What follows belongs to an exercise in optimizing a design on an open flow for small area; a production flow would make more cautious choices. Function was checked by simulation only, so behaviour that the tests miss may differ from the original.

==> flow/design.v <==
module KeyDebounce (
    input clk,
    input rst_n,
    input key_in, 
    output reg key_pulse 
);
parameter CNT_MAX = 1_000_000;
reg [19:0] cnt_20ms ; 
always@(posedge clk or negedge rst_n)begin
    if(!rst_n)
        cnt_20ms <= 0;
    else if(key_in == 1'b1)
        cnt_20ms <= 0;
    else if(cnt_20ms == CNT_MAX && key_in == 1'b0)
        cnt_20ms <= cnt_20ms;
    else
        cnt_20ms <= cnt_20ms + 1'b1;
end
always@(posedge clk or negedge rst_n)begin
    if(!rst_n)
        key_pulse <= 0;
    else if(cnt_20ms == CNT_MAX-1 && key_in == 1'b0)
        key_pulse <= 1'b1; 
    else
        key_pulse <= 1'b0; 
end
endmodule
module LcdDriver(
    input pclk,              
    input rst_n,           
    output reg hs,          
    output reg vs,          
    output reg den,         
    output reg [23:0] rgb,   
    output pixel_request, 
    output [10:0] pixel_x,    
    output [10:0] pixel_y,     
    output [10:0] max_x,    
    output [10:0] max_y,     
    input [23:0] pixel_data 
);
    parameter H_SYNC_CYCLES     = 3;   
    parameter H_BACK_PORCH      = 3;    
    parameter H_ACTIVE_VIDEO    = 750;  
    parameter H_FRONT_PORCH     = 40;   
    parameter V_SYNC_CYCLES     = 3;    
    parameter V_BACK_PORCH      = 3;    
    parameter V_ACTIVE_VIDEO    = 1334; 
    parameter V_FRONT_PORCH     = 500;   
    reg [10:0] h_count;    
    reg [10:0] v_count;     
    wire [10:0] h_total = H_SYNC_CYCLES + H_BACK_PORCH + H_ACTIVE_VIDEO + H_FRONT_PORCH; 
    wire [10:0] v_total = V_SYNC_CYCLES + V_BACK_PORCH + V_ACTIVE_VIDEO + V_FRONT_PORCH; 
    wire [10:0] next_h_count = (h_count < (h_total - 1)) ? h_count + 1 : 0; 
    wire [10:0] next_v_count = (h_count == (h_total - 1)) ? (v_count < (v_total - 1) ? v_count + 1 : 0) : v_count; 
    always @(posedge pclk or negedge rst_n) begin
        if(!rst_n) begin
            h_count <= 0;
            v_count <= 0;
        end else begin
            h_count <= next_h_count; 
            v_count <= next_v_count; 
        end
    end
    always @(posedge pclk or negedge rst_n) begin
        if(!rst_n) begin
            hs <= 1; 
        end else begin
            if (h_count < H_SYNC_CYCLES) begin
                hs <= 0;
            end else begin
                hs <= 1;
            end
        end
    end
    always @(posedge pclk or negedge rst_n) begin
        if(!rst_n) begin
            vs <= 1; 
        end else begin
            if (v_count < V_SYNC_CYCLES) begin
                vs <= 0;
            end else begin
                vs <= 1;
            end
        end
    end
    always @(posedge pclk or negedge rst_n) begin
        if(!rst_n) begin
            den <= 0; 
        end else begin
            if (h_count >= (H_SYNC_CYCLES + H_BACK_PORCH) && h_count < (H_SYNC_CYCLES + H_BACK_PORCH + H_ACTIVE_VIDEO) && v_count >= (V_SYNC_CYCLES + V_BACK_PORCH) && v_count < (V_SYNC_CYCLES + V_BACK_PORCH + V_ACTIVE_VIDEO)) begin
                den <= 1;
            end else begin
                den <= 0;
            end
        end
    end
    wire is_next_active_video = (
        next_h_count >= (H_SYNC_CYCLES + H_BACK_PORCH) &&
        next_h_count < (H_SYNC_CYCLES + H_BACK_PORCH + H_ACTIVE_VIDEO) &&
        next_v_count >= (V_SYNC_CYCLES + V_BACK_PORCH) &&
        next_v_count < (V_SYNC_CYCLES + V_BACK_PORCH + V_ACTIVE_VIDEO)
    );
    wire [10:0] h_pos = h_count - (H_SYNC_CYCLES + H_BACK_PORCH); 
    wire [10:0] v_pos = v_count - (V_SYNC_CYCLES + V_BACK_PORCH); 
    assign pixel_request = is_next_active_video;
    assign pixel_x = next_h_count - (H_SYNC_CYCLES + H_BACK_PORCH);  
    assign pixel_y = next_v_count - (V_SYNC_CYCLES + V_BACK_PORCH);  
    assign max_x = H_ACTIVE_VIDEO;
    assign max_y = V_ACTIVE_VIDEO;
    always @(posedge pclk or negedge rst_n) begin
        if(!rst_n) begin
            rgb <= 24'b0; 
        end else begin
            rgb <= pixel_data;  
        end
    end
endmodule
module DisplaySignal(
    input pclk,              
    input rst_n,           
    input pixel_request, 
    input [10:0] pixel_x,    
    input [10:0] pixel_y,    
    input [10:0] max_x,       
    input [10:0] max_y,       
    output reg [23:0] pixel_data, 
    input btn_next_img 
);
parameter RED = 24'hFF0000;  
parameter GREEN = 24'h00FF00;  
parameter BLUE = 24'h0000FF;  
parameter WHITE = 24'hFFFFFF;  
parameter BLACK = 24'h000000;  
parameter colors = 5;
wire next_img;
KeyDebounce key_debounce (
    .clk(pclk),
    .rst_n(rst_n),
    .key_in(btn_next_img), 
    .key_pulse(next_img)
);
reg [1:0]img_id;
always @(posedge pclk or negedge rst_n)begin
    if(!rst_n)begin
        img_id <= 0;
    end else begin
        if(next_img)begin
            if(img_id == 4) begin
                img_id <= 0; 
            end else
            begin
                img_id <= img_id + 1; 
            end
        end else begin
            img_id <= img_id;
        end
    end
end
reg [23:0] grid1_color;
always @(*) begin
    if (pixel_x % 100 <= 20 || pixel_y % 100 <= 20) begin
        grid1_color = BLACK; 
    end else begin
        case( ((pixel_x / 100)+ (pixel_y / 100)) % 9)
            0: grid1_color = 24'hFF0000;
            1: grid1_color = 24'h00FF00;
            2: grid1_color = 24'h0000FF;
            3: grid1_color = 24'h00FFFF;
            4: grid1_color = 24'hFF00FF;
            5: grid1_color = 24'hFFFF00;
            6: grid1_color = 24'h7f0000;
            7: grid1_color = 24'h007f00;
            8: grid1_color = 24'h00007f;
            default: grid1_color = BLACK;  
        endcase
    end
end
always @(posedge pclk or negedge rst_n)begin
    if(!rst_n)begin
        pixel_data <= 0;
    end else begin
        if(img_id == 0)begin
            if(pixel_request)begin
                case(pixel_x / (max_x / colors))
                        0: pixel_data <= RED;
                        1: pixel_data <= GREEN;
                        2: pixel_data <= BLUE;
                        3: pixel_data <= WHITE;
                        4: pixel_data <= BLACK;
                        default: pixel_data <= BLACK;  
                endcase
            end else begin
                pixel_data <= BLACK;  
            end
        end else if(img_id == 1)begin  
            if(pixel_request)begin
                pixel_data <= RED;
            end else begin
                pixel_data <= BLACK;  
            end
        end else if(img_id == 2)begin  
            if(pixel_request)begin
                pixel_data <= GREEN;
            end else begin
                pixel_data <= BLACK;  
            end
        end else if(img_id == 3)begin  
            if(pixel_request)begin
                pixel_data <= grid1_color;
            end else begin
                pixel_data <= BLACK;  
            end
        end else if(img_id == 4)begin  
            if(pixel_request)begin
                pixel_data <= grid1_color;
            end else begin
                pixel_data <= BLACK;  
            end
        end
    end
end
endmodule
module rgb_fpga(
    input clk,               
    input rst_n,           
    output lcd_reset,     
    output lcd_bl,        
    output vs,          
    output hs,          
    output den,         
    output [23:0] rgb,   
    input btn_next_img 
);
    assign lcd_reset = 1'b0;  
    assign lcd_bl = 1'b1;  
    wire pclk = clk;
    wire pixel_request;
    wire [10:0] pixel_x;  
    wire [10:0] pixel_y;  
    wire [10:0] max_x;  
    wire [10:0] max_y;  
    wire [23:0] pixel_data; 
    LcdDriver lcd_driver(
        .pclk(pclk),
        .rst_n(rst_n),
        .hs(hs),
        .vs(vs),
        .den(den),
        .rgb(rgb),
        .pixel_request(pixel_request),
        .pixel_x(pixel_x),
        .pixel_y(pixel_y),
        .max_x(max_x),
        .max_y(max_y),
        .pixel_data(pixel_data)
    );
    DisplaySignal display_signal(
        .pclk(pclk),
        .rst_n(rst_n),
        .pixel_request(pixel_request),
        .pixel_x(pixel_x),
        .pixel_y(pixel_y),
        .max_x(max_x),
        .max_y(max_y),
        .pixel_data(pixel_data),
        .btn_next_img(btn_next_img) 
    );
endmodule
==> flow/run.sh <==
#!/bin/bash
# synth_recipe.tcl (not shown) runs the flow's synth.tcl, then flattens the netlist and writes it again
# the make line also repeats each setting of config.mk as NAME=value (left out here)
make -C /OpenROAD-flow-scripts/flow DESIGN_CONFIG=/design/flow/config.mk WORK_HOME=/design/flow/orfs CLKGATE_MAP_FILE= SYNTH_SCRIPT=/design/flow/synth_recipe.tcl finish
==> flow/config.mk <==
export PLATFORM = sky130hd
export DESIGN_NAME = rgb_fpga
export DESIGN_NICKNAME = rgb_fpga
export VERILOG_FILES = /design/flow/design.v
export SDC_FILE = /design/flow/constraint.sdc
export NUM_CORES = 4
export LEC_CHECK = 0
export CAP_MARGIN = 20
export CORE_MARGIN = 2
export CORE_UTILIZATION = 40
export SLEW_MARGIN = 20
==> flow/constraint.sdc <==
create_clock -name core_clock -period 12.0 [get_ports {clk}]
set_input_delay 2.4000 -clock core_clock [delete_from_list [all_inputs] [get_ports {clk}]]
set_output_delay 2.4000 -clock core_clock [all_outputs]
set_load 0.01 [all_outputs]
==> impl_metrics.json <==
{
  "cts_buffers": 9,
  "yosys_warnings": 3,
  "met3_usage": 0.0290,
  "regArea_mm2": 0.00150,
  "initial_core_util": 0.407,
  "place.gp.congestion": 0.897,
  "syn_area_mm2": 0.00824,
  "rows": 52,
  "nNetsFinal": 1155,
  "critical_path_depth": 50,
  "synthArstFlopShare": 1.00,
  "drcViolationCount": 0,
  "use_met2": 0.337,
  "final_core_util": 0.457,
  "cp_top_family": "simple AND/OR/NAND/NOR gates",
  "cp_slowest_stage_delay_ns": 0.59,
  "worstRegToRegCells": 50,
  "synth.most_common_cell": "nor2_1",
  "clkSinkCount": 60,
  "setup_viol": 0,
  "io_pins": 32,
  "firstDrtPassIters": 5,
  "drtIter0Drc": 580,
  "worstPathMaxFanout": 14,
  "path_common_cell": "nand2_1",
  "synth_common_cells": "124 x nor2_1, 97 x nand2_1, 74 x a21oi_1",
  "wl_um": 22900,
  "ant_nets": 0,
  "h-tree-depth": 3,
  "drive_gt1_frac": 0.134,
  "dpl.hpwl_um": 17700,
  "fin_hold_ws_ns": 0.368,
  "vias": 8393,
  "holdCritPathClass": "flop to flop",
  "holdPathStages": 0,
  "busiest_layer": "met2",
  "fin_ws_ns": 0.893,
  "grt_pass1_wl_um": 38100,
  "placed_cell_area_mm2": 0.00881,
  "io_buffers": 29,
  "grt_use_total": 0.210,
  "period_share": 0.926,
  "clkLatencyLatePin_ns": 0.34,
  "ys_types": 113,
  "insertedDiodeCount": 0,
  "synth_area_leaders": "dfrtp_1 18%, nor2_1 5.6%, xnor2_1 5.3%",
  "cp-start-kind": "flop",
  "clock-root-buffer": "clkbuf_16",
  "die_h_um": 148,
  "synth_area_leader_cell": "dfrtp_1",
  "yosysSeqAreaShare": 0.182,
  "ys_ff_latch": 60,
  "critPathArrivalTime_ns": 11.38,
  "dieArea_mm2": 0.0218,
  "fin_skew_ns": 0.0115,
  "cts_tree": "built",
  "antenna_found_initial": 0,
  "grt_pass1_vias": 7672,
  "end_kind": "flop",
  "syn_avg_cell_area_um2": 7.52,
  "slew-limit-headroom": 0.406,
  "coreArea_mm2": 0.0202,
  "hold_viol_final": 0,
  "grt_overflow": 0,
  "synthCells": 1096,
  "pre_cts_slack_ns": -0.0141,
  "final_cell_area_mm2": 0.00924,
  "finalCriticalPeriod_ns": 11.11,
  "tns_ns": 0,
  "synth_top_cell_area_share": 0.176,
  "area_growth_pct": 12.1,
  "multi_input_area_mm2": 0.00635,
  "cp.buffers_inverters": 5,
  "clock_path_buffers": 2,
  "wl_per_cell_um": 16.4,
  "fill_cells": 1999,
  "setup.worst_path.class": "flop to flop",
  "worst-endpoint-required_ns": 12.27,
  "tightest_slew_ns": 0.891,
  "via_per_inst": 6.03,
  "grt_max_degree": 61,
  "run_status": "timing/DRC/antenna clean",
  "synth_edf_count": 0,
  "gr-usage-met1": 0.292,
  "ys.flop_type": "dfrtp_1",
  "max_freq_mhz": 90.0,
  "die_x_um": 148,
  "cpMaxStageDelayCell": "or4_1",
  "slew_viol_final": 0,
  "path_clk_slew_ns": 0.06,
  "drv_cap": 0
}
-- repair_timing --
item,in CTS,in global routing
endpoints found under the setup margin,1,6
setup buffers,0,2
pin swaps,0,3
hold buffers,0,0
gates resized for setup,1,34
-- cell families after synthesis --
| logic type | count (synthesis) | share of synthesized area |
|---|---|---|
| simple gates | 441 | 0.276 |
| compound gates | 360 | 0.320 |
| buf+inv | 107 | 0.0650 |
| xor+xnor | 75 | 0.0806 |
| flops | 60 | 0.182 |
| fa+ha+maj | 35 | 0.0537 |
| mux | 16 | 0.0220 |
| other cells | 2 | 0.000911 |
-- placed cells by master, fill, tap and decap left out, drive strengths merged, types with 7 or more instances in the layout --
cell             n
nand2           97
inv             52
o211ai          15
xor2            24
xnor2           51
o31a            11
nor4b            7
nor2           124
or2              9
clkbuf           9
and3            11
nor3            33
buf             41
nand3           47
clkdlybuf4s50   28
nor4            14
mux2i           12
nor2b            9
nand4           22
o2111ai          8
a21oi           78
dfrtp           58
o21ai           77
o31ai           18
a211o           11
a21o             9
or3             21
a31oi           17
a21boi          12
ha              33
o21a            16
a211oi          12
nand2b           7
and2            14
-- area by class of cell --
class | count | share of cell area
sequential | 60 | 0.163
inverter | 48 | 0.0195
multi-input combinational | 930 | 0.688
clock buffer | 9 | 0.0244
clock inverter | 7 | 0.00596
timing repair buffer | 69 | 0.0634
tap | 270 | 0.0366
-- state kept, by name (all words and copies together), names as in the netlist --
name / cells
display_signal.key_debounce.cnt_20ms: 20
lcd_driver.h_count: 11
lcd_driver.v_count: 11
display_signal.pixel_data: 6
lcd_driver.rgb: 6
display_signal.img_id: 2
display_signal.key_debounce.key_pulse: 1
lcd_driver.den: 1
lcd_driver.hs: 1
lcd_driver.vs: 1
-- worst register-to-register path: cells and delay by family, from the launching register on --
| family | cells | cell delay (ns) |
|---|---|---|
| AOI/OAI and AO/OA | 18 | 3.39 |
| and+or+nand+nor | 19 | 4.88 |
| xor gates and xnor gates | 4 | 0.67 |
| adders and majority gates | 4 | 0.89 |
| DFF | 1 | 0.44 |
| buffers and inverters | 5 | 0.76 |
-- final timing paths --
| path | startpoint | end | slack [ns] |
|---|---|---|---|
| setup / recovery | lcd_driver.h_count[7] | display_signal.pixel_data[7] | 0.89 |
| min in group asynchronous | rst_n | display_signal.key_debounce.cnt_20ms[16] | 2.23 |
| setup reg to reg | lcd_driver.h_count[7] | display_signal.pixel_data[7] | 0.89 |
| hold / removal | display_signal.pixel_data[6] | lcd_driver.rgb[6] | 0.37 |
| max in group asynchronous | rst_n | display_signal.pixel_data[14] | 9.25 |
| hold reg to reg | display_signal.pixel_data[6] | lcd_driver.rgb[6] | 0.37 |
-- per-layer routing --
metal	up-vias	wire (um)
li1	4136	-
met1	4007	10900
met2	223	10400
met3	27	1110
met4	0	479
met5	-	0
-- through the flow --
step	cells
3_5_place_dp	1375
4_1_cts	1391
6_report	1393
2_1_floorplan	1097
3_3_place_gp	1375
5_1_grt	1393

-- afterwards: timing with drivers on the ports --
Ports are ideal in the flow. The routed layout listed here was re-timed in OpenROAD. Step 1 assumes that a clkbuf_16 drives the clock port and a buf_2 every other input. Step 2 times the ports against the registers' clock, not the clock port: input delays grow and output delays shrink by t, the midpoint of the rising clock arrivals with the driver on. Slacks: ideal / step 1 / step 2; pairs: ideal / step 1.
t (ns): 0.379
slack for setup (ns): 0.893 / 0.893 / 0.893
worst setup path at the end: register to register
worst data-port slew with drivers (ns): 0.03
After both steps this run still meets setup and hold. For this run, drivers alone change the setup slack by 0.000 ns; drivers and shift together by 0.000 ns.
